From an optimization exercise on the open Yosys and OpenROAD flow, aimed at small area, a short achievable clock period and few clock cycles per item; shortcuts taken in it are not production practice.
RTL that was checked went through simulation tests only; none was proved equivalent to the original.
For runs 1 and 2, only the layout was checked, not whether the RTL still works.
Power is estimated from default activity; no workload was simulated.

## design.v

```verilog
`timescale 1ns/1ps
module dut #(
    parameter int DATAW = 16
)(
    input  wire                 clk,
    input  wire                 rst_n,
    input  wire                 in_valid,
    output wire                 in_ready,
    input  wire signed [DATAW-1:0] in_data,
    output reg                  out_valid,
    input  wire                 out_ready,
    output wire signed [2*DATAW-1:0] out_data
);
    reg         v1;         
    reg  [15:0] a1;         
    wire        en2 = !out_valid || out_ready;    
    wire        en1 = !v1 || en2;                 
    assign in_ready = en1;
    wire        s    = in_data[15];
    wire [15:0] absx = ({16{s}} ^ in_data) + {15'd0, s};
    always @(posedge clk or negedge rst_n) begin
        if (!rst_n) begin
            v1        <= 1'b0;
            out_valid <= 1'b0;
        end else begin
            if (en1) v1 <= in_valid;
            if (en2) out_valid <= v1;
        end
    end
    always @(posedge clk) begin
        if (in_valid && en1) a1 <= absx;
    end
    wire [14:0] m = a1[14:0];
    wire pp_0_1 = m[0] & m[1];
    wire pp_0_2 = m[0] & m[2];
    wire pp_0_3 = m[0] & m[3];
    wire pp_0_4 = m[0] & m[4];
    wire pp_0_5 = m[0] & m[5];
    wire pp_0_6 = m[0] & m[6];
    wire pp_0_7 = m[0] & m[7];
    wire pp_0_8 = m[0] & m[8];
    wire pp_0_9 = m[0] & m[9];
    wire pp_0_10 = m[0] & m[10];
    wire pp_0_11 = m[0] & m[11];
    wire pp_0_12 = m[0] & m[12];
    wire pp_0_13 = m[0] & m[13];
    wire pp_0_14 = m[0] & m[14];
    wire pp_1_2 = m[1] & m[2];
    wire pp_1_3 = m[1] & m[3];
    wire pp_1_4 = m[1] & m[4];
    wire pp_1_5 = m[1] & m[5];
    wire pp_1_6 = m[1] & m[6];
    wire pp_1_7 = m[1] & m[7];
    wire pp_1_8 = m[1] & m[8];
    wire pp_1_9 = m[1] & m[9];
    wire pp_1_10 = m[1] & m[10];
    wire pp_1_11 = m[1] & m[11];
    wire pp_1_12 = m[1] & m[12];
    wire pp_1_13 = m[1] & m[13];
    wire pp_1_14 = m[1] & m[14];
    wire pp_2_3 = m[2] & m[3];
    wire pp_2_4 = m[2] & m[4];
    wire pp_2_5 = m[2] & m[5];
    wire pp_2_6 = m[2] & m[6];
    wire pp_2_7 = m[2] & m[7];
    wire pp_2_8 = m[2] & m[8];
    wire pp_2_9 = m[2] & m[9];
    wire pp_2_10 = m[2] & m[10];
    wire pp_2_11 = m[2] & m[11];
    wire pp_2_12 = m[2] & m[12];
    wire pp_2_13 = m[2] & m[13];
    wire pp_2_14 = m[2] & m[14];
    wire pp_3_4 = m[3] & m[4];
    wire pp_3_5 = m[3] & m[5];
    wire pp_3_6 = m[3] & m[6];
    wire pp_3_7 = m[3] & m[7];
    wire pp_3_8 = m[3] & m[8];
    wire pp_3_9 = m[3] & m[9];
    wire pp_3_10 = m[3] & m[10];
    wire pp_3_11 = m[3] & m[11];
    wire pp_3_12 = m[3] & m[12];
    wire pp_3_13 = m[3] & m[13];
    wire pp_3_14 = m[3] & m[14];
    wire pp_4_5 = m[4] & m[5];
    wire pp_4_6 = m[4] & m[6];
    wire pp_4_7 = m[4] & m[7];
    wire pp_4_8 = m[4] & m[8];
    wire pp_4_9 = m[4] & m[9];
    wire pp_4_10 = m[4] & m[10];
    wire pp_4_11 = m[4] & m[11];
    wire pp_4_12 = m[4] & m[12];
    wire pp_4_13 = m[4] & m[13];
    wire pp_4_14 = m[4] & m[14];
    wire pp_5_6 = m[5] & m[6];
    wire pp_5_7 = m[5] & m[7];
    wire pp_5_8 = m[5] & m[8];
    wire pp_5_9 = m[5] & m[9];
    wire pp_5_10 = m[5] & m[10];
    wire pp_5_11 = m[5] & m[11];
    wire pp_5_12 = m[5] & m[12];
    wire pp_5_13 = m[5] & m[13];
    wire pp_5_14 = m[5] & m[14];
    wire pp_6_7 = m[6] & m[7];
    wire pp_6_8 = m[6] & m[8];
    wire pp_6_9 = m[6] & m[9];
    wire pp_6_10 = m[6] & m[10];
    wire pp_6_11 = m[6] & m[11];
    wire pp_6_12 = m[6] & m[12];
    wire pp_6_13 = m[6] & m[13];
    wire pp_6_14 = m[6] & m[14];
    wire pp_7_8 = m[7] & m[8];
    wire pp_7_9 = m[7] & m[9];
    wire pp_7_10 = m[7] & m[10];
    wire pp_7_11 = m[7] & m[11];
    wire pp_7_12 = m[7] & m[12];
    wire pp_7_13 = m[7] & m[13];
    wire pp_7_14 = m[7] & m[14];
    wire pp_8_9 = m[8] & m[9];
    wire pp_8_10 = m[8] & m[10];
    wire pp_8_11 = m[8] & m[11];
    wire pp_8_12 = m[8] & m[12];
    wire pp_8_13 = m[8] & m[13];
    wire pp_8_14 = m[8] & m[14];
    wire pp_9_10 = m[9] & m[10];
    wire pp_9_11 = m[9] & m[11];
    wire pp_9_12 = m[9] & m[12];
    wire pp_9_13 = m[9] & m[13];
    wire pp_9_14 = m[9] & m[14];
    wire pp_10_11 = m[10] & m[11];
    wire pp_10_12 = m[10] & m[12];
    wire pp_10_13 = m[10] & m[13];
    wire pp_10_14 = m[10] & m[14];
    wire pp_11_12 = m[11] & m[12];
    wire pp_11_13 = m[11] & m[13];
    wire pp_11_14 = m[11] & m[14];
    wire pp_12_13 = m[12] & m[13];
    wire pp_12_14 = m[12] & m[14];
    wire pp_13_14 = m[13] & m[14];
    wire hs0 = pp_0_11 ^ pp_1_10;
    wire hc0 = pp_0_11 & pp_1_10;
    wire hs1 = pp_0_12 ^ pp_1_11;
    wire hc1 = pp_0_12 & pp_1_11;
    wire fs2 = pp_0_13 ^ pp_1_12 ^ pp_2_11;
    wire fc2 = (pp_0_13 & pp_1_12) | (pp_0_13 & pp_2_11) | (pp_1_12 & pp_2_11);
    wire hs3 = pp_3_10 ^ pp_4_9;
    wire hc3 = pp_3_10 & pp_4_9;
    wire fs4 = pp_0_14 ^ pp_1_13 ^ pp_2_12;
    wire fc4 = (pp_0_14 & pp_1_13) | (pp_0_14 & pp_2_12) | (pp_1_13 & pp_2_12);
    wire hs5 = pp_3_11 ^ pp_4_10;
    wire hc5 = pp_3_11 & pp_4_10;
    wire fs6 = pp_1_14 ^ pp_2_13 ^ pp_3_12;
    wire fc6 = (pp_1_14 & pp_2_13) | (pp_1_14 & pp_3_12) | (pp_2_13 & pp_3_12);
    wire fs7 = pp_4_11 ^ pp_5_10 ^ pp_6_9;
    wire fc7 = (pp_4_11 & pp_5_10) | (pp_4_11 & pp_6_9) | (pp_5_10 & pp_6_9);
    wire fs8 = pp_2_14 ^ pp_3_13 ^ pp_4_12;
    wire fc8 = (pp_2_14 & pp_3_13) | (pp_2_14 & pp_4_12) | (pp_3_13 & pp_4_12);
    wire fs9 = pp_3_14 ^ pp_4_13 ^ pp_5_12;
    wire fc9 = (pp_3_14 & pp_4_13) | (pp_3_14 & pp_5_12) | (pp_4_13 & pp_5_12);
    wire hs10 = pp_0_7 ^ pp_1_6;
    wire hc10 = pp_0_7 & pp_1_6;
    wire hs11 = pp_0_8 ^ pp_1_7;
    wire hc11 = pp_0_8 & pp_1_7;
    wire fs12 = pp_0_9 ^ pp_1_8 ^ pp_2_7;
    wire fc12 = (pp_0_9 & pp_1_8) | (pp_0_9 & pp_2_7) | (pp_1_8 & pp_2_7);
    wire hs13 = pp_3_6 ^ pp_4_5;
    wire hc13 = pp_3_6 & pp_4_5;
    wire fs14 = pp_0_10 ^ pp_1_9 ^ pp_2_8;
    wire fc14 = (pp_0_10 & pp_1_9) | (pp_0_10 & pp_2_8) | (pp_1_9 & pp_2_8);
    wire hs15 = pp_3_7 ^ pp_4_6;
    wire hc15 = pp_3_7 & pp_4_6;
    wire fs16 = hs0 ^ pp_2_9 ^ pp_3_8;
    wire fc16 = (hs0 & pp_2_9) | (hs0 & pp_3_8) | (pp_2_9 & pp_3_8);
    wire fs17 = pp_4_7 ^ pp_5_6 ^ m[6];
    wire fc17 = (pp_4_7 & pp_5_6) | (pp_4_7 & m[6]) | (pp_5_6 & m[6]);
    wire fs18 = hc0 ^ hs1 ^ pp_2_10;
    wire fc18 = (hc0 & hs1) | (hc0 & pp_2_10) | (hs1 & pp_2_10);
    wire fs19 = pp_3_9 ^ pp_4_8 ^ pp_5_7;
    wire fc19 = (pp_3_9 & pp_4_8) | (pp_3_9 & pp_5_7) | (pp_4_8 & pp_5_7);
    wire fs20 = hc1 ^ fs2 ^ hs3;
    wire fc20 = (hc1 & fs2) | (hc1 & hs3) | (fs2 & hs3);
    wire fs21 = pp_5_8 ^ pp_6_7 ^ m[7];
    wire fc21 = (pp_5_8 & pp_6_7) | (pp_5_8 & m[7]) | (pp_6_7 & m[7]);
    wire fs22 = fc2 ^ hc3 ^ fs4;
    wire fc22 = (fc2 & hc3) | (fc2 & fs4) | (hc3 & fs4);
    wire fs23 = hs5 ^ pp_5_9 ^ pp_6_8;
    wire fc23 = (hs5 & pp_5_9) | (hs5 & pp_6_8) | (pp_5_9 & pp_6_8);
    wire fs24 = fc4 ^ hc5 ^ fs6;
    wire fc24 = (fc4 & hc5) | (fc4 & fs6) | (hc5 & fs6);
    wire fs25 = fs7 ^ pp_7_8 ^ m[8];
    wire fc25 = (fs7 & pp_7_8) | (fs7 & m[8]) | (pp_7_8 & m[8]);
    wire fs26 = fc6 ^ fc7 ^ fs8;
    wire fc26 = (fc6 & fc7) | (fc6 & fs8) | (fc7 & fs8);
    wire fs27 = pp_5_11 ^ pp_6_10 ^ pp_7_9;
    wire fc27 = (pp_5_11 & pp_6_10) | (pp_5_11 & pp_7_9) | (pp_6_10 & pp_7_9);
    wire fs28 = fc8 ^ fs9 ^ pp_6_11;
    wire fc28 = (fc8 & fs9) | (fc8 & pp_6_11) | (fs9 & pp_6_11);
    wire fs29 = pp_7_10 ^ pp_8_9 ^ m[9];
    wire fc29 = (pp_7_10 & pp_8_9) | (pp_7_10 & m[9]) | (pp_8_9 & m[9]);
    wire fs30 = fc9 ^ pp_4_14 ^ pp_5_13;
    wire fc30 = (fc9 & pp_4_14) | (fc9 & pp_5_13) | (pp_4_14 & pp_5_13);
    wire fs31 = pp_6_12 ^ pp_7_11 ^ pp_8_10;
    wire fc31 = (pp_6_12 & pp_7_11) | (pp_6_12 & pp_8_10) | (pp_7_11 & pp_8_10);
    wire fs32 = pp_5_14 ^ pp_6_13 ^ pp_7_12;
    wire fc32 = (pp_5_14 & pp_6_13) | (pp_5_14 & pp_7_12) | (pp_6_13 & pp_7_12);
    wire fs33 = pp_8_11 ^ pp_9_10 ^ m[10];
    wire fc33 = (pp_8_11 & pp_9_10) | (pp_8_11 & m[10]) | (pp_9_10 & m[10]);
    wire fs34 = pp_6_14 ^ pp_7_13 ^ pp_8_12;
    wire fc34 = (pp_6_14 & pp_7_13) | (pp_6_14 & pp_8_12) | (pp_7_13 & pp_8_12);
    wire fs35 = pp_7_14 ^ pp_8_13 ^ pp_9_12;
    wire fc35 = (pp_7_14 & pp_8_13) | (pp_7_14 & pp_9_12) | (pp_8_13 & pp_9_12);
    wire hs36 = pp_0_5 ^ pp_1_4;
    wire hc36 = pp_0_5 & pp_1_4;
    wire hs37 = pp_0_6 ^ pp_1_5;
    wire hc37 = pp_0_6 & pp_1_5;
    wire fs38 = hs10 ^ pp_2_5 ^ pp_3_4;
    wire fc38 = (hs10 & pp_2_5) | (hs10 & pp_3_4) | (pp_2_5 & pp_3_4);
    wire fs39 = hc10 ^ hs11 ^ pp_2_6;
    wire fc39 = (hc10 & hs11) | (hc10 & pp_2_6) | (hs11 & pp_2_6);
    wire fs40 = hc11 ^ fs12 ^ hs13;
    wire fc40 = (hc11 & fs12) | (hc11 & hs13) | (fs12 & hs13);
    wire fs41 = fc12 ^ hc13 ^ fs14;
    wire fc41 = (fc12 & hc13) | (fc12 & fs14) | (hc13 & fs14);
    wire fs42 = fc14 ^ hc15 ^ fs16;
    wire fc42 = (fc14 & hc15) | (fc14 & fs16) | (hc15 & fs16);
    wire fs43 = fc16 ^ fc17 ^ fs18;
    wire fc43 = (fc16 & fc17) | (fc16 & fs18) | (fc17 & fs18);
    wire fs44 = fc18 ^ fc19 ^ fs20;
    wire fc44 = (fc18 & fc19) | (fc18 & fs20) | (fc19 & fs20);
    wire fs45 = fc20 ^ fc21 ^ fs22;
    wire fc45 = (fc20 & fc21) | (fc20 & fs22) | (fc21 & fs22);
    wire fs46 = fc22 ^ fc23 ^ fs24;
    wire fc46 = (fc22 & fc23) | (fc22 & fs24) | (fc23 & fs24);
    wire fs47 = fc24 ^ fc25 ^ fs26;
    wire fc47 = (fc24 & fc25) | (fc24 & fs26) | (fc25 & fs26);
    wire fs48 = fc26 ^ fc27 ^ fs28;
    wire fc48 = (fc26 & fc27) | (fc26 & fs28) | (fc27 & fs28);
    wire fs49 = fc28 ^ fc29 ^ fs30;
    wire fc49 = (fc28 & fc29) | (fc28 & fs30) | (fc29 & fs30);
    wire fs50 = fc30 ^ fc31 ^ fs32;
    wire fc50 = (fc30 & fc31) | (fc30 & fs32) | (fc31 & fs32);
    wire fs51 = fc32 ^ fc33 ^ fs34;
    wire fc51 = (fc32 & fc33) | (fc32 & fs34) | (fc33 & fs34);
    wire fs52 = fc34 ^ fs35 ^ pp_10_11;
    wire fc52 = (fc34 & fs35) | (fc34 & pp_10_11) | (fs35 & pp_10_11);
    wire fs53 = fc35 ^ pp_8_14 ^ pp_9_13;
    wire fc53 = (fc35 & pp_8_14) | (fc35 & pp_9_13) | (pp_8_14 & pp_9_13);
    wire fs54 = pp_9_14 ^ pp_10_13 ^ pp_11_12;
    wire fc54 = (pp_9_14 & pp_10_13) | (pp_9_14 & pp_11_12) | (pp_10_13 & pp_11_12);
    wire hs55 = pp_0_3 ^ pp_1_2;
    wire hc55 = pp_0_3 & pp_1_2;
    wire hs56 = pp_0_4 ^ pp_1_3;
    wire hc56 = pp_0_4 & pp_1_3;
    wire fs57 = hs36 ^ pp_2_3 ^ m[3];
    wire fc57 = (hs36 & pp_2_3) | (hs36 & m[3]) | (pp_2_3 & m[3]);
    wire fs58 = hc36 ^ hs37 ^ pp_2_4;
    wire fc58 = (hc36 & hs37) | (hc36 & pp_2_4) | (hs37 & pp_2_4);
    wire fs59 = hc37 ^ fs38 ^ m[4];
    wire fc59 = (hc37 & fs38) | (hc37 & m[4]) | (fs38 & m[4]);
    wire fs60 = fc38 ^ fs39 ^ pp_3_5;
    wire fc60 = (fc38 & fs39) | (fc38 & pp_3_5) | (fs39 & pp_3_5);
    wire fs61 = fc39 ^ fs40 ^ m[5];
    wire fc61 = (fc39 & fs40) | (fc39 & m[5]) | (fs40 & m[5]);
    wire fs62 = fc40 ^ fs41 ^ hs15;
    wire fc62 = (fc40 & fs41) | (fc40 & hs15) | (fs41 & hs15);
    wire fs63 = fc41 ^ fs42 ^ fs17;
    wire fc63 = (fc41 & fs42) | (fc41 & fs17) | (fs42 & fs17);
    wire fs64 = fc42 ^ fs43 ^ fs19;
    wire fc64 = (fc42 & fs43) | (fc42 & fs19) | (fs43 & fs19);
    wire fs65 = fc43 ^ fs44 ^ fs21;
    wire fc65 = (fc43 & fs44) | (fc43 & fs21) | (fs44 & fs21);
    wire fs66 = fc44 ^ fs45 ^ fs23;
    wire fc66 = (fc44 & fs45) | (fc44 & fs23) | (fs45 & fs23);
    wire fs67 = fc45 ^ fs46 ^ fs25;
    wire fc67 = (fc45 & fs46) | (fc45 & fs25) | (fs46 & fs25);
    wire fs68 = fc46 ^ fs47 ^ fs27;
    wire fc68 = (fc46 & fs47) | (fc46 & fs27) | (fs47 & fs27);
    wire fs69 = fc47 ^ fs48 ^ fs29;
    wire fc69 = (fc47 & fs48) | (fc47 & fs29) | (fs48 & fs29);
    wire fs70 = fc48 ^ fs49 ^ fs31;
    wire fc70 = (fc48 & fs49) | (fc48 & fs31) | (fs49 & fs31);
    wire fs71 = fc49 ^ fs50 ^ fs33;
    wire fc71 = (fc49 & fs50) | (fc49 & fs33) | (fs50 & fs33);
    wire fs72 = fc50 ^ fs51 ^ pp_9_11;
    wire fc72 = (fc50 & fs51) | (fc50 & pp_9_11) | (fs51 & pp_9_11);
    wire fs73 = fc51 ^ fs52 ^ m[11];
    wire fc73 = (fc51 & fs52) | (fc51 & m[11]) | (fs52 & m[11]);
    wire fs74 = fc52 ^ fs53 ^ pp_10_12;
    wire fc74 = (fc52 & fs53) | (fc52 & pp_10_12) | (fs53 & pp_10_12);
    wire fs75 = fc53 ^ fs54 ^ m[12];
    wire fc75 = (fc53 & fs54) | (fc53 & m[12]) | (fs54 & m[12]);
    wire fs76 = fc54 ^ pp_10_14 ^ pp_11_13;
    wire fc76 = (fc54 & pp_10_14) | (fc54 & pp_11_13) | (pp_10_14 & pp_11_13);
    wire fs77 = pp_11_14 ^ pp_12_13 ^ m[13];
    wire fc77 = (pp_11_14 & pp_12_13) | (pp_11_14 & m[13]) | (pp_12_13 & m[13]);
    wire [29:0] ra = {1'b0, pp_13_14, fc77, fc76, fc75, fc74, fc73, fc72, fc71, fc70, fc69, fc68, fc67, fc66, fc65, fc64, fc63, fc62, fc61, fc60, fc59, fc58, fc57, hc56, hc55, hs55, pp_0_2, pp_0_1, 1'b0, m[0]};
    wire [29:0] rb = {1'b0, m[14], pp_12_14, fs77, fs76, fs75, fs74, fs73, fs72, fs71, fs70, fs69, fs68, fs67, fs66, fs65, fs64, fs63, fs62, fs61, fs60, fs59, fs58, fs57, hs56, m[2], 1'b0, m[1], 1'b0, 1'b0};
    reg f_r;    
    reg [29:0] s_r;    
    reg [10:0] g_r;    
    wire [8:0] bs0 = {1'b0, ra[7:0]} + {1'b0, rb[7:0]};
    wire [2:0] bs1 = {1'b0, ra[9:8]} + {1'b0, rb[9:8]};
    wire [2:0] bs2 = {1'b0, ra[11:10]} + {1'b0, rb[11:10]};
    wire [2:0] bs3 = {1'b0, ra[13:12]} + {1'b0, rb[13:12]};
    wire [2:0] bs4 = {1'b0, ra[15:14]} + {1'b0, rb[15:14]};
    wire [2:0] bs5 = {1'b0, ra[17:16]} + {1'b0, rb[17:16]};
    wire [2:0] bs6 = {1'b0, ra[19:18]} + {1'b0, rb[19:18]};
    wire [2:0] bs7 = {1'b0, ra[21:20]} + {1'b0, rb[21:20]};
    wire [2:0] bs8 = {1'b0, ra[23:22]} + {1'b0, rb[23:22]};
    wire [2:0] bs9 = {1'b0, ra[25:24]} + {1'b0, rb[25:24]};
    wire [2:0] bs10 = {1'b0, ra[27:26]} + {1'b0, rb[27:26]};
    wire [2:0] bs11 = {1'b0, ra[29:28]} + {1'b0, rb[29:28]};
    always @(posedge clk) begin
        if (v1 && en2) begin
            f_r <= a1[15];
            s_r[7:0] <= bs0[7:0];
            g_r[0] <= bs0[8];
            s_r[9:8] <= bs1[1:0];
            g_r[1] <= bs1[2];
            s_r[11:10] <= bs2[1:0];
            g_r[2] <= bs2[2];
            s_r[13:12] <= bs3[1:0];
            g_r[3] <= bs3[2];
            s_r[15:14] <= bs4[1:0];
            g_r[4] <= bs4[2];
            s_r[17:16] <= bs5[1:0];
            g_r[5] <= bs5[2];
            s_r[19:18] <= bs6[1:0];
            g_r[6] <= bs6[2];
            s_r[21:20] <= bs7[1:0];
            g_r[7] <= bs7[2];
            s_r[23:22] <= bs8[1:0];
            g_r[8] <= bs8[2];
            s_r[25:24] <= bs9[1:0];
            g_r[9] <= bs9[2];
            s_r[27:26] <= bs10[1:0];
            g_r[10] <= bs10[2];
            s_r[29:28] <= bs11[1:0];
        end
    end
    wire bp1 = &s_r[9:8];
    wire bp2 = &s_r[11:10];
    wire bp3 = &s_r[13:12];
    wire bp4 = &s_r[15:14];
    wire bp5 = &s_r[17:16];
    wire bp6 = &s_r[19:18];
    wire bp7 = &s_r[21:20];
    wire bp8 = &s_r[23:22];
    wire bp9 = &s_r[25:24];
    wire bp10 = &s_r[27:26];
    wire pg0 = g_r[1] | (bp1 & g_r[0]);
    wire pg1 = g_r[2] | (bp2 & pg0);
    wire pg2 = g_r[4] | (bp4 & g_r[3]);
    wire pp2 = bp4 & bp3;
    wire pg3 = g_r[5] | (bp5 & pg2);
    wire pp3 = bp5 & pp2;
    wire pg4 = g_r[3] | (bp3 & pg1);
    wire pg5 = pg2 | (pp2 & pg1);
    wire pg6 = pg3 | (pp3 & pg1);
    wire pg7 = g_r[7] | (bp7 & g_r[6]);
    wire pp7 = bp7 & bp6;
    wire pg8 = g_r[8] | (bp8 & pg7);
    wire pp8 = bp8 & pp7;
    wire pg9 = g_r[10] | (bp10 & g_r[9]);
    wire pp9 = bp10 & bp9;
    wire pg10 = g_r[9] | (bp9 & pg8);
    wire pp10 = bp9 & pp8;
    wire pg11 = pg9 | (pp9 & pg8);
    wire pp11 = pp9 & pp8;
    wire pg12 = g_r[6] | (bp6 & pg6);
    wire pg13 = pg7 | (pp7 & pg6);
    wire pg14 = pg8 | (pp8 & pg6);
    wire pg15 = pg10 | (pp10 & pg6);
    wire pg16 = pg11 | (pp11 & pg6);
    wire [29:0] sq;
    assign sq[7:0] = s_r[7:0];
    assign sq[8] = s_r[8] ^ (g_r[0]);
    assign sq[9] = s_r[9] ^ (g_r[0] & s_r[8]);
    assign sq[10] = s_r[10] ^ (pg0);
    assign sq[11] = s_r[11] ^ (pg0 & s_r[10]);
    assign sq[12] = s_r[12] ^ (pg1);
    assign sq[13] = s_r[13] ^ (pg1 & s_r[12]);
    assign sq[14] = s_r[14] ^ (pg4);
    assign sq[15] = s_r[15] ^ (pg4 & s_r[14]);
    assign sq[16] = s_r[16] ^ (pg5);
    assign sq[17] = s_r[17] ^ (pg5 & s_r[16]);
    assign sq[18] = s_r[18] ^ (pg6);
    assign sq[19] = s_r[19] ^ (pg6 & s_r[18]);
    assign sq[20] = s_r[20] ^ (pg12);
    assign sq[21] = s_r[21] ^ (pg12 & s_r[20]);
    assign sq[22] = s_r[22] ^ (pg13);
    assign sq[23] = s_r[23] ^ (pg13 & s_r[22]);
    assign sq[24] = s_r[24] ^ (pg14);
    assign sq[25] = s_r[25] ^ (pg14 & s_r[24]);
    assign sq[26] = s_r[26] ^ (pg15);
    assign sq[27] = s_r[27] ^ (pg15 & s_r[26]);
    assign sq[28] = s_r[28] ^ (pg16);
    assign sq[29] = s_r[29] ^ (pg16 & s_r[28]);
    assign out_data = {1'b0, f_r, sq[29:2], 1'b0, sq[0]};
endmodule
```

## flow/run.sh

```bash
#!/bin/bash
# Own layout flow: the standard ORFS flow with two changes.
#  1. After the standard synthesis, flow/polarity.py picks the polarity of
#     each full adder (self-dual) and simple gate so that the inverters Yosys's
#     extract_fa leaves around full adders go away.  Registers, ports and the
#     function are unchanged.
#  2. The port buffers that buffer_ports inserts are sky130_fd_sc_hd__buf_2
#     instead of its default (the slow clkdlybuf4s50_1 delay buffer).
# Each step writes its full output to a log file in this folder.
set -euo pipefail
RES=$PWD/orfs/results/${FLOW_PLATFORM}/dut/base
bash standard.sh synth > standard_synth.log 2>&1
cp $RES/1_2_yosys.v synth_standard.v
python3 flow/polarity.py $FLOW_HOME/platforms/sky130hd/lib/sky130_fd_sc_hd__tt_025C_1v80.lib \
    synth_standard.v $RES/1_2_yosys.v > polarity.log 2>&1
rm -f $RES/1_synth.odb $RES/1_synth.sdc
export BUFFER_PORTS_ARGS="-buffer_cell sky130_fd_sc_hd__buf_1"
bash standard.sh finish > standard_finish.log 2>&1
```

## flow/polarity.py

```python
#!/usr/bin/env python3
"""Polarity clean-up of a flat Yosys gate netlist (sky130hd).

Yosys's extract_fa often wraps full adders in inverters on every input and
output (a full adder is self-dual: FA(~a,~b,~c) = ~FA(a,b,c)).  This script
chooses, for every full adder / majority cell, whether to use it in true or
complemented form, and for every simple gate whether to use it or its
complement (and2 <-> nand2, o21a <-> o21ai, ...), so that the inverters the
netlist needs, and the cell area, are smallest.  Every signal keeps its
function; registers, ports and their nets are untouched.

usage: polarity.py LIBERTY IN.v OUT.v
"""
import re, sys, random

lib, src, dst = sys.argv[1:4]

# ---- cell areas from the liberty
areas = {}
for m in re.finditer(r'cell\s*\(\s*"?(sky130_fd_sc_hd__\w+)"?\s*\)\s*\{', open(lib).read()):
    pass
libtxt = open(lib).read()
for m in re.finditer(r'cell\s*\(\s*"?(sky130_fd_sc_hd__\w+)"?\s*\)\s*\{(.*?)\barea\s*:\s*([\d.]+)', libtxt, re.S):
    areas[m.group(1)] = float(m.group(3))

P = 'sky130_fd_sc_hd__'
OUTPINS = {'X', 'Y', 'Q', 'Q_N', 'SUM', 'COUT', 'HI', 'LO'}
SELFDUAL = {'fa': ['A', 'B', 'CIN'], 'maj3': ['A', 'B', 'C']}
PAIRS = [('and2', 'nand2'), ('and3', 'nand3'), ('and4', 'nand4'), ('or2', 'nor2'),
         ('or3', 'nor3'), ('or4', 'nor4'), ('xor2', 'xnor2'), ('xor3', 'xnor3'),
         ('and2b', 'nand2b'), ('or2b', 'nor2b'), ('and3b', 'nand3b'), ('or3b', 'nor3b'),
         ('and4b', 'nand4b'), ('or4b', 'nor4b'), ('and4bb', 'nand4bb'), ('or4bb', 'nor4bb'),
         ('a21o', 'a21oi'), ('o21a', 'o21ai'), ('a211o', 'a211oi'), ('o211a', 'o211ai'),
         ('a22o', 'a22oi'), ('o22a', 'o22ai'), ('a31o', 'a31oi'), ('o31a', 'o31ai'),
         ('a32o', 'a32oi'), ('o32a', 'o32ai'), ('a41o', 'a41oi'), ('o41a', 'o41ai'),
         ('a221o', 'a221oi'), ('o221a', 'o221ai'), ('a311o', 'a311oi'), ('o311a', 'o311ai'),
         ('a2111o', 'a2111oi'), ('o2111a', 'o2111ai'), ('a21bo', 'a21boi'), ('o21ba', 'o21bai'),
         ('a2bb2o', 'a2bb2oi'), ('o2bb2a', 'o2bb2ai'), ('mux2', 'mux2i')]
COMP = {}
for a, b in PAIRS:
    COMP[a] = b; COMP[b] = a

def base_drive(t):
    m = re.fullmatch(P + r'(\w+?)_(\d+)', t)
    return (m.group(1), m.group(2)) if m else (None, None)

def complement(t):
    b, d = base_drive(t)
    if b not in COMP:
        return None
    c = COMP[b]
    if P + c + '_' + d in areas:
        return P + c + '_' + d
    # nearest available drive
    opts = sorted((int(re.search(r'_(\d+)$', n).group(1)), n) for n in areas
                  if re.fullmatch(P + c + r'_\d+', n))
    for dd, n in opts:
        if dd >= max(1, int(d)):
            return n
    return opts[-1][1] if opts else None

text = open(src).read()
mod = re.search(r'module\s+(\w+)\s*\((.*?)\);(.*)endmodule', text, re.S)
body = mod.group(3)
outports = set()
for m in re.finditer(r'^\s*output\s+(\[(\d+):(\d+)\]\s*)?(\S+?);', body, re.M):
    if m.group(1):
        hi, lo = int(m.group(2)), int(m.group(3))
        for i in range(min(hi, lo), max(hi, lo) + 1):
            outports.add(f'{m.group(4)}[{i}]')
    else:
        outports.add(m.group(4))

cellre = re.compile(r'^\s*(sky130_fd_sc_hd__\w+)\s+(\S+)\s*\((.*?)\);', re.S | re.M)
cells = []
for m in cellre.finditer(body):
    pins = [(p, n.strip()) for p, n in re.findall(r'\.(\w+)\(([^()]*)\)', m.group(3))]
    cells.append({'type': m.group(1), 'name': m.group(2), 'pins': pins, 'span': m.span()})
assert 'assign' not in body, 'netlist has assign statements'

def is_inv(c):
    b, _ = base_drive(c['type'])
    return b in ('inv', 'clkinv')

driver = {}
for i, c in enumerate(cells):
    for p, n in c['pins']:
        if p in OUTPINS:
            driver[n] = (i, p)

# inverters treated as inverters: those whose output is not a port net
invcell = set()
for i, c in enumerate(cells):
    if is_inv(c):
        out = dict(c['pins'])['Y']
        if out not in outports:
            invcell.add(i)

def root(n):
    q = 0
    seen = 0
    while n in driver and driver[n][0] in invcell:
        n = dict(cells[driver[n][0]]['pins'])['A']
        q ^= 1
        seen += 1
        assert seen < 100
    return n, q

# flippable cells
kind = {}
for i, c in enumerate(cells):
    if i in invcell:
        continue
    b, _ = base_drive(c['type'])
    outs = [n for p, n in c['pins'] if p in OUTPINS]
    if any(o in outports for o in outs):
        continue
    if b in SELFDUAL:
        kind[i] = 'sd'
    elif complement(c['type']):
        kind[i] = 'gate'

# loads: (cell index, pin, root, parity)
loads = []
for i, c in enumerate(cells):
    if i in invcell:
        continue
    for p, n in c['pins']:
        if p in OUTPINS:
            continue
        r, q = root(n)
        loads.append([i, p, r, q])
# output ports as loads (only if their net is driven through a removable inverter)
for o in outports:
    r, q = root(o)
    if r != o:
        loads.append([-1, o, r, q])

roots_loads = {}
for k, l in enumerate(loads):
    roots_loads.setdefault(l[2], []).append(k)
cell_inroots = {}
for k, l in enumerate(loads):
    if l[0] >= 0:
        cell_inroots.setdefault(l[0], set()).add(l[2])
cell_outroots = {}
for r in roots_loads:
    if r in driver and driver[r][0] not in invcell:
        cell_outroots.setdefault(driver[r][0], set()).add(r)

flip = {i: 0 for i in kind}
INV = areas[P + 'inv_1']

def eff(k):
    i, p, r, q = loads[k]
    e = q
    if i >= 0 and kind.get(i) == 'sd' and p in SELFDUAL[base_drive(cells[i]['type'])[0]]:
        e ^= flip[i]
    if r in driver:
        d = driver[r][0]
        if d in flip:
            e ^= flip[d]
    return e

def root_cost(r):
    return INV if any(eff(k) for k in roots_loads.get(r, [])) else 0.0

def cell_area(i):
    t = cells[i]['type']
    if kind.get(i) == 'gate' and flip[i]:
        t = complement(t)
    return areas[t]

def affected(i):
    s = set(cell_outroots.get(i, ()))
    if kind[i] == 'sd':
        s |= cell_inroots.get(i, set())
    return s

def total():
    return sum(root_cost(r) for r in roots_loads) + sum(cell_area(i) for i in kind)

before = total()
rng = random.Random(1)
order = list(kind)

def move_delta(i):
    rs = affected(i)
    c0 = sum(root_cost(r) for r in rs) + cell_area(i)
    flip[i] ^= 1
    c1 = sum(root_cost(r) for r in rs) + cell_area(i)
    flip[i] ^= 1
    return c1 - c0

# simulated annealing over single flips, then greedy descent; keep the best
cur = before
best = cur
best_flip = dict(flip)
steps = 200 * len(order) if order else 0
T0, T1 = 3.0, 0.02
for k in range(steps):
    T = T0 * (T1 / T0) ** (k / max(1, steps - 1))
    i = order[rng.randrange(len(order))]
    d = move_delta(i)
    if d <= 0 or rng.random() < pow(2.718281828, -d / T):
        flip[i] ^= 1
        cur += d
        if cur < best - 1e-9:
            best = cur
            best_flip = dict(flip)
flip.update(best_flip)
improved = True
while improved:
    improved = False
    for i in order:
        if move_delta(i) < -1e-9:
            flip[i] ^= 1
            improved = True
after = total()

# ---- rebuild
def fmt(n):
    return n + ' ' if n.startswith('\\') else n

newwires = []
neg_net = {}
newcells = []
ninv = 0
for r in roots_loads:
    if any(eff(k) for k in roots_loads[r]):
        nm = f'pol_n{ninv}'
        ninv += 1
        neg_net[r] = nm
        newwires.append(nm)
        newcells.append(f'  {P}inv_1 pol_inv{ninv} (\n    .A({fmt(r)}),\n    .Y({nm})\n  );\n')
conn = {}
portfix = []
for k, l in enumerate(loads):
    i, p, r, q = l
    net = neg_net[r] if eff(k) else r
    if i >= 0:
        conn[(i, p)] = net
    else:
        # output port net: drive it with a buffer from the right polarity
        portfix.append((p, net))
for p, net in portfix:
    newcells.append(f'  {P}buf_1 pol_obuf_{len(newcells)} (\n    .A({fmt(net)}),\n    .X({fmt(p)})\n  );\n')

def render(i, c):
    t = c['type']
    if kind.get(i) == 'gate' and flip[i]:
        t = complement(t)
    parts = []
    for p, n in c['pins']:
        if p in OUTPINS:
            if kind.get(i) == 'gate' and flip[i]:
                p = 'Y' if p == 'X' else 'X'
            parts.append(f'    .{p}({fmt(n)})')
        else:
            parts.append(f'    .{p}({fmt(conn[(i, p)])})')
    return f'  {t} {c["name"]} (\n' + ',\n'.join(parts) + '\n  );\n'

out = []
pos = 0
for i, c in enumerate(cells):
    s, e = c['span']
    out.append(body[pos:s])
    if i not in invcell:
        out.append(render(i, c).rstrip('\n').lstrip('\n'))
    pos = e
out.append(body[pos:])
newbody = ''.join(out)
decl = ''.join(f'  wire {w};\n' for w in newwires)
newbody = decl + newbody.rstrip() + '\n' + ''.join(newcells)
res = text[:mod.start(3)] + newbody + '\nendmodule' + text[mod.end():]
open(dst, 'w').write(res)
nflip = sum(flip.values())
print(f'polarity: {len(invcell)} inverters before, {ninv} after; {nflip} cells flipped '
      f'({sum(1 for i in flip if flip[i] and kind[i]=="sd")} self-dual); '
      f'{len(portfix)} port buffers; area of inverters+flippable {before:.1f} -> {after:.1f}')
```

## standard.sh

```bash
#!/bin/bash
# synth_recipe.tcl (not shown) runs the flow's synth.tcl, then flattens the netlist and writes it again
# the make line also repeats each setting of config.mk as NAME=value (left out here)
make -C /OpenROAD-flow-scripts/flow DESIGN_CONFIG=/design/flow/config.mk WORK_HOME=/design/flow/orfs CLKGATE_MAP_FILE= SYNTH_SCRIPT=/design/flow/synth_recipe.tcl "${@:-finish}"
```

## config.mk

```make
export PLATFORM = sky130hd
export DESIGN_NAME = dut
export DESIGN_NICKNAME = dut
export VERILOG_FILES = /design/flow/design.v
export SDC_FILE = /design/flow/constraint.sdc
export NUM_CORES = 4
export LEC_CHECK = 0
export CAP_MARGIN = 20
export CORE_MARGIN = 2
export CORE_UTILIZATION = 65
export CTS_BUF_LIST = sky130_fd_sc_hd__clkbuf_4
export PLACE_DENSITY = 0.75
export SETUP_SLACK_MARGIN = 3.9
export SLEW_MARGIN = 20
```

## constraint.sdc

```tcl
create_clock -name core_clock -period 7.5 [get_ports {clk}]
set_input_delay 1.5000 -clock core_clock [delete_from_list [all_inputs] [get_ports {clk}]]
set_output_delay 1.5000 -clock core_clock [all_outputs]
set_load 0.01 [all_outputs]
```

==> impl_metrics.py, run 1 <==
metrics = {
    "setup_path": {
        "cp_common_cell": "a31o_2",
        "r2r_start": "a1[14]",
        "path_class": "reg -> out",
        "critPathSlowestCell": "edfxtp_1",
        "cp_data_arrival_time_ps": 2610,
        "cp_max_fo": 4,
        "cp-end-kind": "output port",
        "cp-startpoint": "s_r[9]",
        "required_ps": 6000,
        "max_stage_delay_ps": 400,
        "critPathLaunchType": "register",
        "worstPathCellList": "a31o_2 -> o2111a_1 -> a211o_1 -> a31o_2 -> a31o_4 -> ha_4 -> xor2_1 -> buf_2",
    },
    "clocking": {
        "numCtsBuffers": 9,
        "htreeDepth": 3,
        "cts_hold_buffers": 0,
        "clk_path_buf_depth": 2,
        "root_buffer": "clkbuf_4",
        "cts.sinks": 59,
        "cts_tree": "done",
        "cts.reportedPaths.clkPinSlew_ps": 110,
        "clk-insertion-delay-late_ps": 420,
    },
    "sta": {
        "fin_crit_ps": 4110,
        "worst_pin_slew_ps": 977,
        "fin_ws_ps": 3390,
        "fin_skew_ps": 20.3,
        "finalSetupTns_ps": 0,
        "whs_ps": 456,
        "slew_violations": 0,
        "fin_crit_sh": 0.548,
        "grt_setup_unrepaired": "true",
        "setup_viol": 0,
        "hold_viol": 0,
        "slew_headroom": 0.348,
        "fmax_ghz": 0.243,
    },
    "outcome": {
        "status": "finished clean",
    },
    "detailed_routing": {
        "first_pass_iters": 5,
        "avgRoutedWirePerCell_um": 16.8,
        "drtAntennaViolNets": 0,
        "drc": 0,
        "route.vias.total": 3745,
        "avgViaCountPerCell": 5.74,
        "first_iter_violations": 200,
        "wirelength_mm": 11.0,
    },
    "run": {
        "cap_violations": 0,
    },
    "global_route": {
        "grt_usage": 0.249,
        "grt_start_max_net_pins": 42,
        "antenna_found_initial": 0,
        "grt.overflow.total": 0,
        "grt_pass1_wl_mm": 18.6,
        "grt_pass1_vias": 3864,
    },
    "pwr": {
        "p_per_area_mw_per_mm2": 277,
        "peakVddDrop_uv": 115,
        "leakage_nw": 2.73,
    },
    "layout": {
        "final_nets": 679,
        "final_area_mm2": 0.00630,
        "syn_to_final_growth_pct": 11.9,
        "mostFrequentLayoutCells": "80 x and2_1, 57 x fa_1, 57 x edfxtp_1",
        "fin_cells": 653,
        "final_common_cell": "and2_1",
        "antenna_cells": 0,
        "drive_above_1_share": 0.175,
        "fillCellCount": 549,
    },
    "synthesis": {
        "synthCells": 477,
        "avgSynthCellArea_um2": 11.8,
        "syn_area_mm2": 0.00563,
        "ys_warn_count": 1,
    },
    "placed_design": {
        "placed_cells": 604,
        "port_buffers": 51,
        "globalplace.congestion": 0.809,
        "place_area_mm2": 0.00579,
        "post-place-ws_ps": 3720,
        "place_hpwl_mm": 7.47,
    },
    "floorplan": {
        "core_mm2": 0.00830,
        "row_count": 33,
        "die_h_um": 97.1,
        "io-pin-count": 54,
        "dieWidth_um": 97.1,
        "die-area_mm2": 0.00942,
        "initial_core_util": 0.679,
    },
    "min_path": {
        "hold_start": "a1[15]",
        "hold_class": "reg -> reg",
    },
}
-- cell type report --
type | instances | area [um^2] | share of cell area
tap | 105 | 131 | 0.0208
clock inverter | 5 | 46.3 | 0.00735
timing repair buffer | 85 | 492 | 0.0780
clock buffer | 11 | 82.6 | 0.0131
multi-input combinational | 366 | 3710 | 0.588
sequential | 59 | 1760 | 0.280
inverter | 22 | 82.6 | 0.0131
-- power by group --
part	switching (W)	internal [W]
Clock	0.000117	0.000106
Combinational	0.000475	0.000464
Sequential	0.0000707	0.000517
-- through the flow --
step	util	power, W
2_1_floorplan	-	0.00118
3_3_place_gp	0.698	0.00135
3_5_place_dp	0.698	0.00140
4_1_cts	0.748	0.00173
5_1_grt	0.759	0.00191
6_report	0.759	0.00175
-- registers in the layout, summed over array words and instances (netlist names) --
register	flops
a1	16
f_r	1
g_r	11
out_valid	1
s_r	29
v1	1
-- critical path: cells and delay by family, from the launching register on --
kind / cells / cell delay, ps
buffers and inverters: 1 / 140
adder cells (fa/ha/maj): 1 / 150
XOR/XNOR: 1 / 130
flip-flops: 1 / 400
AO/OA/AOI/OAI: 5 / 1360
-- final timing paths --
kind | slack, ps | cells past startpoint | endpoint
worst max-delay path | 3390 | 8 | out_data[23]
worst min register to register | 460 | 0 | f_r
min in group asynchronous | 850 | 1 | v1
worst min-delay path | 460 | 0 | f_r
max in group asynchronous | 6530 | 1 | out_valid
worst max register to register | 3790 | 9 | s_r[19]
-- what timing repair did --
| action | in CTS | in global routing |
|---|---|---|
| setup endpoints to repair | 23 | 23 |
| buffers inserted | 28 | 5 |
| gates resized for setup | 24 | 20 |
| pin swaps | 8 | 18 |
-- per-layer routing --
layer  GRT usage  up-vias  routed length, um
li1            -     1732                  -
met1       0.339     1893               4600
met2       0.420      107               5610
met3      0.0496       13                636
met4      0.0563        0                136
met5           0        -                  0
==> run 2: changes to the inputs <==
--- a/flow/run.sh
+++ b/flow/run.sh
@@ -4,7 +4,7 @@
 #     each full adder (self-dual) and simple gate so that the inverters Yosys's
 #     extract_fa leaves around full adders go away.  Registers, ports and the
 #     function are unchanged.
-#  2. The port buffers that buffer_ports inserts are sky130_fd_sc_hd__buf_2
+#  2. The port buffers that buffer_ports inserts are sky130_fd_sc_hd__buf_1
 #     instead of its default (the slow clkdlybuf4s50_1 delay buffer).
 # Each step writes its full output to a log file in this folder.
 set -euo pipefail
--- a/config.mk
+++ b/config.mk
@@ -8,7 +8,7 @@
 export CAP_MARGIN = 20
 export CORE_MARGIN = 2
 export CORE_UTILIZATION = 65
-export CTS_BUF_LIST = sky130_fd_sc_hd__clkbuf_4
+export CTS_BUF_LIST = sky130_fd_sc_hd__clkbuf_8
 export PLACE_DENSITY = 0.75
-export SETUP_SLACK_MARGIN = 3.9
+export SETUP_SLACK_MARGIN = 3.6
 export SLEW_MARGIN = 20
==> run 2 against run 1 <==
Still clean; design area fell by 1.6%; hold slack lost 24 ps; routed wire length shrank 9.8%; non-clock buffer count is 24 lower; clock skew fell by 4.9 ps; critical path depth stayed put; clock power up 48%; largest power group unchanged; die area did not move; sequential cell count did not move; synthesized cell count is the same; fmax up 2.4%; via count decreased by 5.8%.
==> impl_metrics.py, run 2 <==
metrics = {
    "setup_path": {
        "critPathSlowestCell": "edfxtp_1",
        "cp_data_arrival_time_ps": 2520,
        "path_buf_inv": 1,
        "cp_max_fo": 4,
        "critPathTopFamily": "compound AO/OA/AOI/OAI gates",
        "max_stage_delay_ps": 390,
        "required_ps": 6000,
        "cp_common_cell": "a31o_2",
        "path_class": "reg -> out",
        "worstPathCellList": "a31o_2 -> o2111a_2 -> a211o_4 -> a31o_2 -> a31o_4 -> ha_4 -> xor2_1 -> buf_2",
        "cp-end-kind": "output port",
        "critPathLaunchType": "register",
    },
    "detailed_routing": {
        "drc": 0,
        "drtAntennaViolNets": 0,
        "avgRoutedWirePerCell_um": 15.8,
        "wirelength_mm": 9.91,
        "first_pass_iters": 4,
        "route.vias.total": 3529,
        "avgViaCountPerCell": 5.61,
        "first_iter_violations": 145,
    },
    "sta": {
        "whs_ps": 432,
        "hold_viol": 0,
        "worst_pin_slew_ps": 947,
        "finalSetupTns_ps": 0,
        "setup_viol": 0,
        "slew_headroom": 0.368,
        "fin_skew_ps": 15.4,
        "grt_setup_unrepaired": "true",
        "fin_crit_sh": 0.536,
        "slew_violations": 0,
        "fmax_ghz": 0.249,
        "fin_crit_ps": 4020,
    },
    "global_route": {
        "grt_start_max_net_pins": 42,
        "antenna_found_initial": 0,
        "grt_pass1_vias": 3717,
        "grt_usage": 0.229,
        "grt_pass1_wl_mm": 17.4,
        "grt.overflow.total": 0,
    },
    "clocking": {
        "clk_path_buf_depth": 2,
        "numCtsBuffers": 9,
        "cts.reportedPaths.clkPinSlew_ps": 70,
        "htreeDepth": 3,
        "cts_hold_buffers": 0,
        "root_buffer": "clkbuf_8",
        "cts_tree": "done",
        "clk-insertion-delay-late_ps": 350,
        "cts.sinks": 59,
    },
    "layout": {
        "largest_register_ffs": 29,
        "mostFrequentLayoutCells": "83 x and2_1, 69 x fa_1, 57 x edfxtp_1",
        "final_common_cell": "and2_1",
        "syn_to_final_growth_pct": 10.1,
        "regMostFlops": "s_r",
        "top_regs": "s_r (29), a1 (16), g_r (11)",
        "final_nets": 655,
        "antenna_cells": 0,
        "fillCellCount": 561,
        "drive_above_1_share": 0.115,
        "fin_cells": 629,
    },
    "floorplan": {
        "die-area_mm2": 0.00942,
        "die_h_um": 97.1,
        "core_mm2": 0.00830,
        "row_count": 33,
        "initial_core_util": 0.679,
        "dieWidth_um": 97.1,
        "io-pin-count": 54,
    },
    "pwr": {
        "leakage_nw": 2.66,
        "peakVddDrop_uv": 115,
        "p_per_area_mw_per_mm2": 292,
    },
    "placed_design": {
        "placed_cells": 604,
        "port_buffers": 51,
        "globalplace.congestion": 0.827,
        "place_hpwl_mm": 7.22,
    },
    "min_path": {
        "hold_class": "reg -> reg",
    },
    "outcome": {
        "status": "finished clean",
    },
    "synthesis": {
        "synthCells": 477,
        "syn_area_mm2": 0.00563,
        "ys_warn_count": 1,
        "avgSynthCellArea_um2": 11.8,
    },
    "run": {
        "cap_violations": 0,
    },
}
==> run 2: cell types whose count changed in the layout (fill, tap and decap cells not counted), sizes merged <==
cell / previous run / this run
clkbuf: 11 / 12
buf: 85 / 59
bufinv: 1 / 2
clkinv: 4 / 2
clkinvlp: 0 / 2
==> run 2: final cells by class <==
| cell class | count | area, um^2 | area share |
|---|---|---|---|
| multi-input combinational | 366 | 3700 | 0.596 |
| clock buffer | 10 | 138 | 0.0222 |
| timing repair buffer | 61 | 303 | 0.0488 |
| inverter | 22 | 82.6 | 0.0133 |
| tap | 105 | 131 | 0.0212 |
| clock inverter | 6 | 88.8 | 0.0143 |
| sequential | 59 | 1760 | 0.284 |
==> run 2: routing by layer <==
metal	global-route usage	vias to the layer above	share of wire
li1	-	1687	-
met1	0.318	1744	0.46
met2	0.373	82	0.49
met3	0.0345	16	0.032
met4	0.0834	0	0.017
met5	0	-	0
==> run 2: what timing repair did <==
| item | 4_1_cts | 5_1_grt |
|---|---|---|
| buffers inserted | 5 | 4 |
| pin swaps | 7 | 4 |
| endpoints found under the setup margin | 8 | 13 |
| gates resized for setup | 18 | 13 |
==> run 2: worst paths after layout <==
check                          endpoint   start  depth (start not counted)  slack, ps
setup / recovery           out_data[23]  g_r[0]                          8       3480
hold / removal                      f_r  a1[15]                          0        430
setup reg to reg                s_r[17]  a1[14]                          7       3750
hold reg to reg                     f_r  a1[15]                          0        430
max in group asynchronous     out_valid   rst_n                          1       6460
min in group asynchronous            v1   rst_n                          1        910
==> run 2: worst reg2reg max path, delay by kind of cell (launching register included) <==
| family | cells | cell delay (ps) |
|---|---|---|
| flops | 1 | 600 |
| fa+ha+maj | 6 | 2610 |
| simple gates | 1 | 280 |
==> run 2: where the power goes <==
group          internal [W]  switching (W)  total [W]
combinational      0.000426       0.000451   0.000877
sequential         0.000518      0.0000851   0.000603
clock              0.000196       0.000132   0.000328
total               0.00114       0.000669    0.00181
==> run 2: metrics by stage <==
| stage | utilization | total power (W) | setup slack [ps] | instance area [um^2] |
|---|---|---|---|---|
| finish | 0.747 | 0.00181 | 3480 | 6200 |
| global route | 0.747 | 0.00197 | 3390 | 6200 |
| CTS | 0.738 | 0.00179 | 3420 | 6130 |
| detailed placement | 0.698 | 0.00140 | 3710 | 5790 |
| global placement | 0.698 | 0.00135 | 3760 | 5790 |
| floorplan | - | 0.00118 | 3880 | 5640 |
==> run 3: changes to the inputs <==
--- a/design.v
+++ b/design.v
@@ -296,104 +296,85 @@
     wire [29:0] rb = {1'b0, m[14], pp_12_14, fs77, fs76, fs75, fs74, fs73, fs72, fs71, fs70, fs69, fs68, fs67, fs66, fs65, fs64, fs63, fs62, fs61, fs60, fs59, fs58, fs57, hs56, m[2], 1'b0, m[1], 1'b0, 1'b0};
     reg f_r;    
     reg [29:0] s_r;    
-    reg [10:0] g_r;    
+    reg [7:0] g_r;    
     wire [8:0] bs0 = {1'b0, ra[7:0]} + {1'b0, rb[7:0]};
-    wire [2:0] bs1 = {1'b0, ra[9:8]} + {1'b0, rb[9:8]};
-    wire [2:0] bs2 = {1'b0, ra[11:10]} + {1'b0, rb[11:10]};
-    wire [2:0] bs3 = {1'b0, ra[13:12]} + {1'b0, rb[13:12]};
-    wire [2:0] bs4 = {1'b0, ra[15:14]} + {1'b0, rb[15:14]};
-    wire [2:0] bs5 = {1'b0, ra[17:16]} + {1'b0, rb[17:16]};
-    wire [2:0] bs6 = {1'b0, ra[19:18]} + {1'b0, rb[19:18]};
-    wire [2:0] bs7 = {1'b0, ra[21:20]} + {1'b0, rb[21:20]};
-    wire [2:0] bs8 = {1'b0, ra[23:22]} + {1'b0, rb[23:22]};
-    wire [2:0] bs9 = {1'b0, ra[25:24]} + {1'b0, rb[25:24]};
-    wire [2:0] bs10 = {1'b0, ra[27:26]} + {1'b0, rb[27:26]};
-    wire [2:0] bs11 = {1'b0, ra[29:28]} + {1'b0, rb[29:28]};
+    wire [3:0] bs1 = {1'b0, ra[10:8]} + {1'b0, rb[10:8]};
+    wire [3:0] bs2 = {1'b0, ra[13:11]} + {1'b0, rb[13:11]};
+    wire [3:0] bs3 = {1'b0, ra[16:14]} + {1'b0, rb[16:14]};
+    wire [3:0] bs4 = {1'b0, ra[19:17]} + {1'b0, rb[19:17]};
+    wire [3:0] bs5 = {1'b0, ra[22:20]} + {1'b0, rb[22:20]};
+    wire [3:0] bs6 = {1'b0, ra[25:23]} + {1'b0, rb[25:23]};
+    wire [3:0] bs7 = {1'b0, ra[28:26]} + {1'b0, rb[28:26]};
+    wire [1:0] bs8 = {1'b0, ra[29:29]} + {1'b0, rb[29:29]};
     always @(posedge clk) begin
         if (v1 && en2) begin
             f_r <= a1[15];
             s_r[7:0] <= bs0[7:0];
             g_r[0] <= bs0[8];
-            s_r[9:8] <= bs1[1:0];
-            g_r[1] <= bs1[2];
-            s_r[11:10] <= bs2[1:0];
-            g_r[2] <= bs2[2];
-            s_r[13:12] <= bs3[1:0];
-            g_r[3] <= bs3[2];
-            s_r[15:14] <= bs4[1:0];
-            g_r[4] <= bs4[2];
-            s_r[17:16] <= bs5[1:0];
-            g_r[5] <= bs5[2];
-            s_r[19:18] <= bs6[1:0];
-            g_r[6] <= bs6[2];
-            s_r[21:20] <= bs7[1:0];
-            g_r[7] <= bs7[2];
-            s_r[23:22] <= bs8[1:0];
-            g_r[8] <= bs8[2];
-            s_r[25:24] <= bs9[1:0];
-            g_r[9] <= bs9[2];
-            s_r[27:26] <= bs10[1:0];
-            g_r[10] <= bs10[2];
-            s_r[29:28] <= bs11[1:0];
+            s_r[10:8] <= bs1[2:0];
+            g_r[1] <= bs1[3];
+            s_r[13:11] <= bs2[2:0];
+            g_r[2] <= bs2[3];
+            s_r[16:14] <= bs3[2:0];
+            g_r[3] <= bs3[3];
+            s_r[19:17] <= bs4[2:0];
+            g_r[4] <= bs4[3];
+            s_r[22:20] <= bs5[2:0];
+            g_r[5] <= bs5[3];
+            s_r[25:23] <= bs6[2:0];
+            g_r[6] <= bs6[3];
+            s_r[28:26] <= bs7[2:0];
+            g_r[7] <= bs7[3];
+            s_r[29:29] <= bs8[0:0];
         end
     end
-    wire bp1 = &s_r[9:8];
-    wire bp2 = &s_r[11:10];
-    wire bp3 = &s_r[13:12];
-    wire bp4 = &s_r[15:14];
-    wire bp5 = &s_r[17:16];
-    wire bp6 = &s_r[19:18];
-    wire bp7 = &s_r[21:20];
-    wire bp8 = &s_r[23:22];
-    wire bp9 = &s_r[25:24];
-    wire bp10 = &s_r[27:26];
+    wire bp1 = &s_r[10:8];
+    wire bp2 = &s_r[13:11];
+    wire bp3 = &s_r[16:14];
+    wire bp4 = &s_r[19:17];
+    wire bp5 = &s_r[22:20];
+    wire bp6 = &s_r[25:23];
+    wire bp7 = &s_r[28:26];
     wire pg0 = g_r[1] | (bp1 & g_r[0]);
-    wire pg1 = g_r[2] | (bp2 & pg0);
-    wire pg2 = g_r[4] | (bp4 & g_r[3]);
-    wire pp2 = bp4 & bp3;
-    wire pg3 = g_r[5] | (bp5 & pg2);
-    wire pp3 = bp5 & pp2;
-    wire pg4 = g_r[3] | (bp3 & pg1);
-    wire pg5 = pg2 | (pp2 & pg1);
-    wire pg6 = pg3 | (pp3 & pg1);
-    wire pg7 = g_r[7] | (bp7 & g_r[6]);
-    wire pp7 = bp7 & bp6;
-    wire pg8 = g_r[8] | (bp8 & pg7);
-    wire pp8 = bp8 & pp7;
-    wire pg9 = g_r[10] | (bp10 & g_r[9]);
-    wire pp9 = bp10 & bp9;
-    wire pg10 = g_r[9] | (bp9 & pg8);
-    wire pp10 = bp9 & pp8;
-    wire pg11 = pg9 | (pp9 & pg8);
-    wire pp11 = pp9 & pp8;
-    wire pg12 = g_r[6] | (bp6 & pg6);
-    wire pg13 = pg7 | (pp7 & pg6);
-    wire pg14 = pg8 | (pp8 & pg6);
-    wire pg15 = pg10 | (pp10 & pg6);
-    wire pg16 = pg11 | (pp11 & pg6);
+    wire pg1 = g_r[3] | (bp3 & g_r[2]);
+    wire pp1 = bp3 & bp2;
+    wire pg2 = g_r[2] | (bp2 & pg0);
+    wire pg3 = pg1 | (pp1 & pg0);
+    wire pg4 = g_r[5] | (bp5 & g_r[4]);
+    wire pp4 = bp5 & bp4;
+    wire pg5 = g_r[7] | (bp7 & g_r[6]);
+    wire pp5 = bp7 & bp6;
+    wire pg6 = g_r[6] | (bp6 & pg4);
+    wire pp6 = bp6 & pp4;
+    wire pg7 = pg5 | (pp5 & pg4);
+    wire pp7 = pp5 & pp4;
+    wire pg8 = g_r[4] | (bp4 & pg3);
+    wire pg9 = pg4 | (pp4 & pg3);
+    wire pg10 = pg6 | (pp6 & pg3);
+    wire pg11 = pg7 | (pp7 & pg3);
     wire [29:0] sq;
     assign sq[7:0] = s_r[7:0];
     assign sq[8] = s_r[8] ^ (g_r[0]);
     assign sq[9] = s_r[9] ^ (g_r[0] & s_r[8]);
-    assign sq[10] = s_r[10] ^ (pg0);
-    assign sq[11] = s_r[11] ^ (pg0 & s_r[10]);
-    assign sq[12] = s_r[12] ^ (pg1);
-    assign sq[13] = s_r[13] ^ (pg1 & s_r[12]);
-    assign sq[14] = s_r[14] ^ (pg4);
-    assign sq[15] = s_r[15] ^ (pg4 & s_r[14]);
-    assign sq[16] = s_r[16] ^ (pg5);
-    assign sq[17] = s_r[17] ^ (pg5 & s_r[16]);
-    assign sq[18] = s_r[18] ^ (pg6);
-    assign sq[19] = s_r[19] ^ (pg6 & s_r[18]);
-    assign sq[20] = s_r[20] ^ (pg12);
-    assign sq[21] = s_r[21] ^ (pg12 & s_r[20]);
-    assign sq[22] = s_r[22] ^ (pg13);
-    assign sq[23] = s_r[23] ^ (pg13 & s_r[22]);
-    assign sq[24] = s_r[24] ^ (pg14);
-    assign sq[25] = s_r[25] ^ (pg14 & s_r[24]);
-    assign sq[26] = s_r[26] ^ (pg15);
-    assign sq[27] = s_r[27] ^ (pg15 & s_r[26]);
-    assign sq[28] = s_r[28] ^ (pg16);
-    assign sq[29] = s_r[29] ^ (pg16 & s_r[28]);
+    assign sq[10] = s_r[10] ^ (g_r[0] & s_r[8] & s_r[9]);
+    assign sq[11] = s_r[11] ^ (pg0);
+    assign sq[12] = s_r[12] ^ (pg0 & s_r[11]);
+    assign sq[13] = s_r[13] ^ (pg0 & s_r[11] & s_r[12]);
+    assign sq[14] = s_r[14] ^ (pg2);
+    assign sq[15] = s_r[15] ^ (pg2 & s_r[14]);
+    assign sq[16] = s_r[16] ^ (pg2 & s_r[14] & s_r[15]);
+    assign sq[17] = s_r[17] ^ (pg3);
+    assign sq[18] = s_r[18] ^ (pg3 & s_r[17]);
+    assign sq[19] = s_r[19] ^ (pg3 & s_r[17] & s_r[18]);
+    assign sq[20] = s_r[20] ^ (pg8);
+    assign sq[21] = s_r[21] ^ (pg8 & s_r[20]);
+    assign sq[22] = s_r[22] ^ (pg8 & s_r[20] & s_r[21]);
+    assign sq[23] = s_r[23] ^ (pg9);
+    assign sq[24] = s_r[24] ^ (pg9 & s_r[23]);
+    assign sq[25] = s_r[25] ^ (pg9 & s_r[23] & s_r[24]);
+    assign sq[26] = s_r[26] ^ (pg10);
+    assign sq[27] = s_r[27] ^ (pg10 & s_r[26]);
+    assign sq[28] = s_r[28] ^ (pg10 & s_r[26] & s_r[27]);
+    assign sq[29] = s_r[29] ^ (pg11);
     assign out_data = {1'b0, f_r, sq[29:2], 1'b0, sq[0]};
 endmodule
--- a/flow/run.sh
+++ b/flow/run.sh
@@ -4,7 +4,7 @@
 #     each full adder (self-dual) and simple gate so that the inverters Yosys's
 #     extract_fa leaves around full adders go away.  Registers, ports and the
 #     function are unchanged.
-#  2. The port buffers that buffer_ports inserts are sky130_fd_sc_hd__buf_1
+#  2. The port buffers that buffer_ports inserts are sky130_fd_sc_hd__buf_2
 #     instead of its default (the slow clkdlybuf4s50_1 delay buffer).
 # Each step writes its full output to a log file in this folder.
 set -euo pipefail
==> run 3 against run 2 <==
Fmax rose by 6.4%; combinational power is 12% higher; synthesized area rose by 1.7%; global-route usage shrank 0.37 points; clock power down about 50%; synthesized cell count grew 6.1%; power decreased by 5.8%; design area rose by 0.59%; largest cell class unchanged.
==> impl_metrics.py, run 3 <==
metrics = {
    "pwr": {
        "p_per_area_mw_per_mm2": 273,
        "p_int_w": 0.00102,
        "comb_power_share": 0.576,
        "switching_power_w": 0.000682,
        "power_frac_clock": 0.097,
        "peakVddDrop_uv": 137,
        "p_sw_frac": 0.401,
        "leakage_nw": 2.84,
        "seqPwrFrac": 0.327,
    },
    "clocking": {
        "cts_hold_buffers": 0,
        "root_buffer": "clkbuf_8",
        "htreeDepth": 2,
        "numCtsBuffers": 5,
        "clk-insertion-delay-late_ps": 320,
        "cts.sinks": 55,
        "clk_path_buf_depth": 2,
        "cts.reportedPaths.clkPinSlew_ps": 100,
        "cts_tree": "done",
    },
    "placed_design": {
        "globalplace.congestion": 0.841,
        "placed_cells": 636,
        "place_hpwl_mm": 7.63,
        "port_buffers": 51,
        "place_area_mm2": 0.00589,
    },
    "global_route": {
        "grt_pass1_vias": 3860,
        "grt_start_max_net_pins": 38,
        "grt_pass1_wl_mm": 17.7,
        "grt_usage": 0.226,
        "grt.overflow.total": 0,
        "antenna_found_initial": 0,
    },
    "min_path": {
        "hold_class": "reg -> reg",
    },
    "outcome": {
        "status": "finished clean",
    },
    "detailed_routing": {
        "avgRoutedWirePerCell_um": 15.1,
        "first_iter_violations": 116,
        "first_pass_iters": 4,
        "wirelength_mm": 10.2,
        "route.vias.total": 3748,
        "drtAntennaViolNets": 0,
        "drc": 0,
        "avgViaCountPerCell": 5.56,
    },
    "setup_path": {
        "r2r_slack_ps": 3760,
        "r2r_cells": 8,
        "required_ps": 6000,
        "cp-startpoint": "g_r[0]",
        "cp_data_arrival_time_ps": 2270,
        "critPathLaunchType": "register",
        "r2r-end": "g_r[3]",
        "crit_end": "out_data[28]",
        "cp-end-kind": "output port",
        "r2r_start": "a1[13]",
        "path_class": "reg -> out",
        "cp_max_fo": 2,
    },
    "layout": {
        "regMostFlops": "s_r",
        "fin_cells": 674,
        "drive_above_1_share": 0.0954,
        "final_nets": 711,
        "mostFrequentLayoutCells": "69 x and2_1, 66 x fa_1, 58 x ha_1",
        "fillCellCount": 643,
        "largest_register_ffs": 28,
        "fin_util": 0.722,
        "final_common_cell": "and2_1",
        "final_area_mm2": 0.00624,
        "antenna_cells": 0,
        "syn_to_final_growth_pct": 8.94,
        "top_regs": "s_r (28), a1 (16), g_r (8)",
    },
    "synthesis": {
        "syn_area_mm2": 0.00573,
        "synthCells": 506,
        "ys_warn_count": 1,
        "avgSynthCellArea_um2": 11.3,
    },
    "floorplan": {
        "die-area_mm2": 0.00958,
        "row_count": 34,
        "dieWidth_um": 97.9,
        "core_mm2": 0.00864,
        "die_h_um": 97.9,
        "initial_core_util": 0.663,
        "io-pin-count": 54,
    },
    "sta": {
        "slew_headroom": 0.499,
        "worst_pin_slew_ps": 751,
        "whs_ps": 451,
        "fin_crit_ps": 3770,
        "fin_crit_sh": 0.503,
        "slew_violations": 0,
        "hold_viol": 0,
        "fin_skew_ps": 7.68,
        "finalSetupTns_ps": 0,
        "grt_setup_unrepaired": "false",
        "setup_viol": 0,
        "fmax_ghz": 0.265,
    },
    "run": {
        "cap_violations": 0,
    },
}
[run 3: worst min path at each step]
stage / startpoint / endpoint / slack [ps] / depth (start not counted)
global placement: a1[15] / f_r / 420 / 0
global route: a1[15] / f_r / 450 / 0
CTS: a1[15] / f_r / 450 / 0
detailed placement: a1[15] / f_r / 420 / 0
floorplan: a1[15] / f_r / 400 / 0
finish: a1[15] / f_r / 450 / 0
[run 3: what timing repair did]
| action | in CTS | in global routing |
|---|---|---|
| pin swaps | 2 | 6 |
| endpoints found under the setup margin | 4 | 9 |
| gates resized for setup | 5 | 4 |
| setup buffers | 4 | 26 |
| hold endpoints to repair | 0 | 0 |
[run 3: power groups by stage]
| stage | registers [W] | logic [W] | clock network [W] |
|---|---|---|---|
| after global routing | 0.000571 | 0.00114 | 0.000183 |
| after global placement | 0.000567 | 0.000883 | 0 |
| final | 0.000558 | 0.000981 | 0.000165 |
| after floorplan | 0.000538 | 0.000739 | 0 |
| after CTS | 0.000564 | 0.000961 | 0.000168 |
| after detailed placement | 0.000572 | 0.000934 | 0 |
[run 3: critical path, stage by stage (launching register included)]
cell and delay, ps:
edfxtp_1 410, a41o_1 270, a41o_2 240, inv_2 90, o31ai_4 80, a41o_1 250
ha_2 200, ha_4 150, xor2_1 130, buf_2 140
[run 3: final cells by class]
| class | instances | area (um^2) | area share |
|---|---|---|---|
| tap | 108 | 135 | 0.0217 |
| clock inverter | 3 | 16.3 | 0.00261 |
| inverter | 37 | 139 | 0.0223 |
| sequential | 55 | 1640 | 0.263 |
| clock buffer | 5 | 68.8 | 0.0110 |
| multi-input combinational | 383 | 3800 | 0.610 |
| timing repair buffer | 83 | 434 | 0.0696 |
[run 3: metal layers]
layer	vias up	GRT usage	part of all wire
met5	-	0	0
met4	0	0.0481	0.0071
met3	6	0.0279	0.031
met2	69	0.387	0.50
met1	1859	0.313	0.46
li1	1814	-	-
[run 3: stage by stage]
stage / power (W) / setup WS [ps]
2_1_floorplan: 0.00128 / 3870
4_1_cts: 0.00169 / 3610
3_5_place_dp: 0.00151 / 3710
3_3_place_gp: 0.00145 / 3760
6_report: 0.00170 / 3730
5_1_grt: 0.00189 / 3580
Testbench counts of run 3, summed over its fixed seeds: cycles 16,016, items 16,000.

[what the ideal ports hide]
The results above use ideal ports. As a check the final layouts listed here were re-extracted and re-timed, cells and wires unchanged.
Step 1 assumes that a clkbuf_16 drives the clock port and a buf_2 every other input.
Step 2, shift: input delay + t, output delay - t, t = (earliest + latest rising clock arrival at the registers) / 2. This alone moves slack from input paths to output paths.
Three values: ideal ports, drivers, drivers and shift; two values: the first two.
run | t (ns) | slack for setup (ns) | latest minus earliest clock arrival (ns) | slew at the worst register clock pin (ns) | worst data-port slew with drivers (ns)
run 1 | 0.440 | 3.387 / 3.358 / 3.718 | 0.020 / 0.020 | 0.11 / 0.11 | 0.03
run 2 | 0.374 | 3.483 / 3.452 / 3.737 | 0.015 / 0.015 | 0.08 / 0.08 | 0.03
run 3 | 0.347 | 3.727 / 3.693 / 3.762 | 0.009 / 0.008 | 0.10 / 0.10 | 0.03
After both steps setup and hold are still met in every run listed.
